From an optimization exercise on the open Yosys and OpenROAD flow, aimed at small area; shortcuts taken in it are not production practice.
Only simulation tests tie the RTL to the original design; equivalence was not proved.

Setup of the reference run:
==> flow/design.v <==
module RPM_reader(
    input  wire        clk,
    input  wire        rstn,
    input  wire        enc_a,
    input  wire        enc_b,
    output wire        edge_a,        
    output wire        edge_b,        
    output reg  [19:0] counter_a,
    output reg  [16:0] counter_b,
    output reg  [16:0] counter_a_reg,
    output reg         counter_a_reg_big,
    output wire        a_over,        
    output wire        a_full,        
    input  wire [15:0] mag,           
    output reg         rpm_valid_o,
    output reg  [15:0] rpm_data_o
);
    reg enc_a_reg1, enc_a_reg2, enc_a_reg3, current_enc_a;
    reg enc_b_reg1, enc_b_reg2, enc_b_reg3, current_enc_b;
    always @(posedge clk or negedge rstn) begin
        if (!rstn) begin
            enc_a_reg1 <= 1'b0; enc_a_reg2 <= 1'b0; enc_a_reg3 <= 1'b0; current_enc_a <= 1'b0;
            enc_b_reg1 <= 1'b0; enc_b_reg2 <= 1'b0; enc_b_reg3 <= 1'b0; current_enc_b <= 1'b0;
        end else begin
            enc_a_reg1 <= enc_a; enc_a_reg2 <= enc_a_reg1; enc_a_reg3 <= enc_a_reg2; current_enc_a <= enc_a_reg3;
            enc_b_reg1 <= enc_b; enc_b_reg2 <= enc_b_reg1; enc_b_reg3 <= enc_b_reg2; current_enc_b <= enc_b_reg3;
        end
    end
    assign edge_a = enc_a_reg3 & ~current_enc_a;
    assign edge_b = enc_b_reg3 & ~current_enc_b;
    assign a_over = &{counter_a[19], counter_a[16], counter_a[13], counter_a[10:6], counter_a[0]};
    assign a_full = &{counter_a[19], counter_a[16], counter_a[13], counter_a[10:6]};
    wire   b_over = &{counter_b[16:14], counter_b[12], counter_b[10], counter_b[7:6], counter_b[0]};
    wire   fwd    = counter_a < {4'd0, counter_b[16:1]};
    wire [15:0] reading = fwd ? mag : -mag;
    wire read = edge_b & ~edge_a;
    wire [19:0] ca_next = (counter_a + {19'd0, ~edge_b & ~a_over}) & {20{~edge_a}};
    wire [16:0] cb_next = (counter_b + {16'd0, ~edge_a & ~edge_b & ~b_over}) & {17{~read}};
    always @(posedge clk or negedge rstn) begin
        if (!rstn) begin
            counter_a <= 20'd0;
            counter_b <= 17'd0;
            counter_a_reg <= 17'd0;
            counter_a_reg_big <= 1'b0;
            rpm_valid_o <= 1'b0;
            rpm_data_o <= 16'd0;
        end else begin
            counter_a <= ca_next;
            counter_b <= cb_next;
            if (edge_a) begin
                counter_a_reg <= counter_a[16:0];
                counter_a_reg_big <= |counter_a[19:17];
            end
            rpm_valid_o <= read;
            if (read)
                rpm_data_o <= reading;
        end
    end
endmodule
module rpm_div(
    input  wire [17:0] divn,          
    output wire [15:0] quo
);
    wire [16:0] rem [0:17];
    assign rem[17] = 17'd120000;
    genvar i, j;
    generate
        for (i = 16; i >= 0; i = i - 1) begin : st
            wire          hi_zero = &divn[17:17-i];
            wire [16-i:0] d;
            wire [17-i:0] c;                  
            assign c[0] = 1'b1;
            for (j = 0; j <= 16-i; j = j + 1) begin : bt
                wire a = rem[i+1][i+j];
                wire b = divn[j];
                assign d[j]   = a ^ b ^ c[j];
                assign c[j+1] = (a & b) | (a & c[j]) | (b & c[j]);
            end
            wire ok = hi_zero & c[17-i];
            if (i <= 15) begin : qb
                assign quo[i] = ok;
            end
            if (i > 0) begin : up
                assign rem[i] = ok ? {d, rem[i+1][i-1:0]} : rem[i+1];
            end else begin : up
                assign rem[i] = ok ? d : rem[i+1];
            end
        end
    endgenerate
endmodule
module rpm_pair(
    input  wire        clk,
    input  wire        rstn,
    input  wire        enc0_a,
    input  wire        enc0_b,
    input  wire        enc1_a,
    input  wire        enc1_b,
    output wire        rpm0_valid_o,
    output wire [15:0] rpm0_data_o,
    output wire        rpm1_valid_o,
    output wire [15:0] rpm1_data_o
);
    wire        ea0, eb0, ea1, eb1;
    wire [19:0] ca0, ca1;
    wire [16:0] cb0, cb1, car0, car1;
    wire        big0, big1;
    wire        aov0, aov1, afull0, afull1;
    wire [15:0] mag0, mag1;
    RPM_reader ch0 (
        .clk(clk), .rstn(rstn), .enc_a(enc0_a), .enc_b(enc0_b),
        .edge_a(ea0), .edge_b(eb0), .counter_a(ca0), .counter_b(cb0),
        .counter_a_reg(car0), .counter_a_reg_big(big0), .a_over(aov0), .a_full(afull0), .mag(mag0),
        .rpm_valid_o(rpm0_valid_o), .rpm_data_o(rpm0_data_o)
    );
    RPM_reader ch1 (
        .clk(clk), .rstn(rstn), .enc_a(enc1_a), .enc_b(enc1_b),
        .edge_a(ea1), .edge_b(eb1), .counter_a(ca1), .counter_b(cb1),
        .counter_a_reg(car1), .counter_a_reg_big(big1), .a_over(aov1), .a_full(afull1), .mag(mag1),
        .rpm_valid_o(rpm1_valid_o), .rpm_data_o(rpm1_data_o)
    );
    wire        pred0 = ~eb1 & ~eb0;
    wire        use_ca0 = pred0 & ea0;               
    wire [16:0] opa = eb1 ? car1 : (use_ca0 ? ca0[16:0] : car0);
    wire        opa_big = eb1 ? big1 : (use_ca0 ? |ca0[19:17] : big0);
    wire [16:0] opb = eb1 ? cb1 : cb0;
    wire        cin = pred0 & ~ea0;                  
    wire [17:0] div;
    wire [17:0] cy;
    assign cy[0] = cin;
    genvar k;
    generate
        for (k = 0; k < 17; k = k + 1) begin : add
            assign div[k]  = opa[k] ^ opb[k] ^ cy[k];
            assign cy[k+1] = (opa[k] & opb[k]) | ((opa[k] ^ opb[k]) & cy[k]);
        end
    endgenerate
    assign div[17] = cy[17];
    wire [15:0] quo;
    rpm_div u_div (.divn(~div), .quo(quo));
    wire        aov = eb1 ? aov1 : (pred0 ? ~ea0 & afull0 : aov0);
    wire [15:0] mag = quo & {16{~opa_big & ~aov & (div != 18'd0)}};
    reg [15:0] hold;
    always @(posedge clk)
        hold <= mag;
    assign mag1 = mag;
    assign mag0 = eb1 ? hold : mag;
endmodule
module rpm_quad (
    input  wire         clk,
    input  wire         rstn,
    input  wire         enc0_a,
    input  wire         enc0_b,
    input  wire         enc1_a,
    input  wire         enc1_b,
    input  wire         enc2_a,
    input  wire         enc2_b,
    input  wire         enc3_a,
    input  wire         enc3_b,
    output wire         rpm0_valid_o,
    output wire [15:0]  rpm0_data_o,
    output wire         rpm1_valid_o,
    output wire [15:0]  rpm1_data_o,
    output wire         rpm2_valid_o,
    output wire [15:0]  rpm2_data_o,
    output wire         rpm3_valid_o,
    output wire [15:0]  rpm3_data_o
);
    rpm_pair pair01 (
        .clk(clk), .rstn(rstn),
        .enc0_a(enc0_a), .enc0_b(enc0_b), .enc1_a(enc1_a), .enc1_b(enc1_b),
        .rpm0_valid_o(rpm0_valid_o), .rpm0_data_o(rpm0_data_o),
        .rpm1_valid_o(rpm1_valid_o), .rpm1_data_o(rpm1_data_o)
    );
    rpm_pair pair23 (
        .clk(clk), .rstn(rstn),
        .enc0_a(enc2_a), .enc0_b(enc2_b), .enc1_a(enc3_a), .enc1_b(enc3_b),
        .rpm0_valid_o(rpm2_valid_o), .rpm0_data_o(rpm2_data_o),
        .rpm1_valid_o(rpm3_valid_o), .rpm1_data_o(rpm3_data_o)
    );
endmodule
==> flow/config.mk <==
export PLATFORM = sky130hd
export DESIGN_NAME = rpm_quad
export DESIGN_NICKNAME = rpm_quad
export VERILOG_FILES = /design/flow/design.v
export SDC_FILE = /design/flow/constraint.sdc
export NUM_CORES = 4
export LEC_CHECK = 0
export ABC_AREA = 1
export CAP_MARGIN = 20
export CORE_MARGIN = 2
export CORE_UTILIZATION = 65
export CTS_BUF_LIST = sky130_fd_sc_hd__clkbuf_8
export CTS_CLUSTER_DIAMETER = 60
export CTS_CLUSTER_SIZE = 12
export SLEW_MARGIN = 20
==> flow/constraint.sdc <==
create_clock -name core_clock -period 120.0 [get_ports {clk}]
set_input_delay 24.0000 -clock core_clock [delete_from_list [all_inputs] [get_ports {clk}]]
set_output_delay 24.0000 -clock core_clock [all_outputs]
set_load 0.01 [all_outputs]
standard.sh (not shown) runs the stock make flow with config.mk's settings and CLKGATE_MAP_FILE= SYNTH_SCRIPT=/design/flow/synth_recipe.tcl, a recipe that flattens the netlist after the stock synthesis.
==> flow/flow/run.sh <==
#!/bin/bash
# Own layout flow: the standard flow (standard.sh) with
#  - the area-oriented ABC mapping of flow/synth.tcl,
#  - the smallest buffer (buf_1) on every input and output port,
#  - clock tree synthesis without dummy loads.
# Each make run's full output goes to a log file in this folder.
set -euo pipefail
here=$(pwd)
export OWN_ABC_SCRIPT="$here/flow/area.abc"
export BUFFER_PORTS_ARGS="-buffer_cell sky130_fd_sc_hd__buf_1"
cts="-sink_clustering_enable -repair_clock_nets -dont_use_dummy_load"
for k in CTS_CLUSTER_SIZE:-sink_clustering_size CTS_CLUSTER_DIAMETER:-sink_clustering_max_diameter CTS_BUF_LIST:-buf_list; do
  v=$(sed -n "s/^export ${k%%:*} = //p" config.mk)
  if [[ -n "$v" ]]; then cts="$cts ${k#*:} $v"; fi
done
export CTS_ARGS="$cts"
sed "s|SYNTH_SCRIPT=[^ ]*|SYNTH_SCRIPT=$here/flow/synth.tcl|" standard.sh > own_standard.sh
grep -q "SYNTH_SCRIPT=$here/flow/synth.tcl" own_standard.sh
echo "CTS_ARGS=$CTS_ARGS" > own_flow.log
bash own_standard.sh finish > make_finish.log 2>&1
test -f out/final.def
==> flow/flow/area.abc <==
strash
dc2
dch -f
amap
strash
dc2
dch -f
amap
topo
==> flow/flow/synth.tcl <==
proc synth {args} { yosys synth -nofsm -noshare {*}$args }
proc abc {args} {
  set i [lsearch -exact $args -script]
  if { $i >= 0 } { lset args [expr {$i + 1}] $::env(OWN_ABC_SCRIPT) }
  yosys abc {*}$args
}
source $::env(SCRIPTS_DIR)/synth.tcl
# left out here: clear keep_hierarchy, flatten, clean up, hide names made inside functions, write 1_2_yosys.v
Changes in the trial run relative to the reference run:
-- flow/design.v --
<<< the reference run, line 2
    input  wire        clk,
    input  wire        rstn,
    input  wire        enc_a,
    input  wire        enc_b,
>>> the trial run, line 2
    input  wire        clk,
    input  wire        rstn,
    input  wire        started,       
    input  wire        enc_a,
    input  wire        enc_b,
<<< the reference run, line 35
    wire [15:0] reading = fwd ? mag : -mag;
    wire read = edge_b & ~edge_a;
    wire [19:0] ca_next = (counter_a + {19'd0, ~edge_b & ~a_over}) & {20{~edge_a}};
    wire [16:0] cb_next = (counter_b + {16'd0, ~edge_a & ~edge_b & ~b_over}) & {17{~read}};
    always @(posedge clk or negedge rstn) begin
        if (!rstn) begin
            counter_a <= 20'd0;
            counter_b <= 17'd0;
            counter_a_reg <= 17'd0;
            counter_a_reg_big <= 1'b0;
            rpm_valid_o <= 1'b0;
            rpm_data_o <= 16'd0;
        end else begin
            counter_a <= ca_next;
            counter_b <= cb_next;
            if (edge_a) begin
                counter_a_reg <= counter_a[16:0];
                counter_a_reg_big <= |counter_a[19:17];
            end
            rpm_valid_o <= read;
            if (read)
>>> the trial run, line 36
    wire [15:0] reading = fwd ? mag : -mag;
    wire read = edge_b & ~edge_a;
    wire [19:0] ca_next = (counter_a + {19'd0, ~edge_b & ~a_over}) & {20{started & ~edge_a}} | {19'd0, ~started};
    wire [16:0] cb_next = (counter_b + {16'd0, ~edge_a & ~edge_b & ~b_over}) & {17{started & ~read}} | {16'd0, ~started};
    wire        load_car = started & edge_a;
    wire        keep_car = started & ~edge_a;
    always @(posedge clk) begin
        counter_a <= ca_next;
        counter_b <= cb_next;
        counter_a_reg <= (counter_a[16:0] & {17{load_car}}) | (counter_a_reg & {17{keep_car}});
        counter_a_reg_big <= (|counter_a[19:17] & load_car) | (counter_a_reg_big & keep_car);
    end
    always @(posedge clk or negedge rstn) begin
        if (!rstn) begin
            rpm_valid_o <= 1'b0;
            rpm_data_o <= 16'd0;
        end else begin
            rpm_valid_o <= read;
            if (read)
<<< the reference run, line 92
    input  wire        clk,
    input  wire        rstn,
    input  wire        enc0_a,
    input  wire        enc0_b,
>>> the trial run, line 91
    input  wire        clk,
    input  wire        rstn,
    input  wire        started,
    input  wire        enc0_a,
    input  wire        enc0_b,
<<< the reference run, line 108
    wire [15:0] mag0, mag1;
    RPM_reader ch0 (
        .clk(clk), .rstn(rstn), .enc_a(enc0_a), .enc_b(enc0_b),
        .edge_a(ea0), .edge_b(eb0), .counter_a(ca0), .counter_b(cb0),
        .counter_a_reg(car0), .counter_a_reg_big(big0), .a_over(aov0), .a_full(afull0), .mag(mag0),
>>> the trial run, line 108
    wire [15:0] mag0, mag1;
    RPM_reader ch0 (
        .clk(clk), .rstn(rstn), .started(started), .enc_a(enc0_a), .enc_b(enc0_b),
        .edge_a(ea0), .edge_b(eb0), .counter_a(ca0), .counter_b(cb0),
        .counter_a_reg(car0), .counter_a_reg_big(big0), .a_over(aov0), .a_full(afull0), .mag(mag0),
<<< the reference run, line 114
    );
    RPM_reader ch1 (
        .clk(clk), .rstn(rstn), .enc_a(enc1_a), .enc_b(enc1_b),
        .edge_a(ea1), .edge_b(eb1), .counter_a(ca1), .counter_b(cb1),
        .counter_a_reg(car1), .counter_a_reg_big(big1), .a_over(aov1), .a_full(afull1), .mag(mag1),
>>> the trial run, line 114
    );
    RPM_reader ch1 (
        .clk(clk), .rstn(rstn), .started(started), .enc_a(enc1_a), .enc_b(enc1_b),
        .edge_a(ea1), .edge_b(eb1), .counter_a(ca1), .counter_b(cb1),
        .counter_a_reg(car1), .counter_a_reg_big(big1), .a_over(aov1), .a_full(afull1), .mag(mag1),
<<< the reference run, line 166
    output wire [15:0]  rpm3_data_o
);
    rpm_pair pair01 (
        .clk(clk), .rstn(rstn),
        .enc0_a(enc0_a), .enc0_b(enc0_b), .enc1_a(enc1_a), .enc1_b(enc1_b),
        .rpm0_valid_o(rpm0_valid_o), .rpm0_data_o(rpm0_data_o),
>>> the trial run, line 166
    output wire [15:0]  rpm3_data_o
);
    reg started;
    always @(posedge clk or negedge rstn)
        if (!rstn) started <= 1'b0;
        else       started <= 1'b1;
    rpm_pair pair01 (
        .clk(clk), .rstn(rstn), .started(started),
        .enc0_a(enc0_a), .enc0_b(enc0_b), .enc1_a(enc1_a), .enc1_b(enc1_b),
        .rpm0_valid_o(rpm0_valid_o), .rpm0_data_o(rpm0_data_o),
<<< the reference run, line 173
    );
    rpm_pair pair23 (
        .clk(clk), .rstn(rstn),
        .enc0_a(enc2_a), .enc0_b(enc2_b), .enc1_a(enc3_a), .enc1_b(enc3_b),
        .rpm0_valid_o(rpm2_valid_o), .rpm0_data_o(rpm2_data_o),
>>> the trial run, line 177
    );
    rpm_pair pair23 (
        .clk(clk), .rstn(rstn), .started(started),
        .enc0_a(enc2_a), .enc0_b(enc2_b), .enc1_a(enc3_a), .enc1_b(enc3_b),
        .rpm0_valid_o(rpm2_valid_o), .rpm0_data_o(rpm2_data_o),
Findings:
Looking at met2 layer wire length in the routed design across the trial run and the reference run, the one that comes out lower is the reference run. The reference run has a higher worst path buffer plus inverter count than the trial run. The trial run vs the reference run: maximum fanout encountered on the critical timing path up in the trial run. met1 usage in the trial run is 1.9 points above the reference run. When the trial run is measured against the reference run, its data arrival at the endpoint of the critical path turns out 0.45 ns higher. [compare] base=the reference run new=the trial run: number of gates given a new drive strength after cts level. Count of non-filler cells in the finished layout was lower in the run labelled the trial run.

[port drivers added, routing unchanged]
The flow's constraints put no driver on any port. The routed layouts listed below were extracted and timed again, unchanged, in two steps. Step 1 assumes that a clkbuf_16 drives the clock port and a buf_2 every other input. Step 2, shift: input delay + t, output delay - t, t = (earliest + latest rising clock arrival at the registers) / 2. This alone moves slack from input paths to output paths. a / b / c = ideal / step 1 / step 2; a / b = the first two.
run | t (ns) | setup slack, ns | latest minus earliest clock arrival (ns) | pins driven straight from the clock port
the reference run | 0.648 | 49.277 / 49.277 / 49.277 | 0.080 / 0.080 | 1
the trial run | 0.621 | 48.768 / 48.768 / 48.768 | 0.094 / 0.094 | 1
After both steps setup and hold are still met in every run listed.
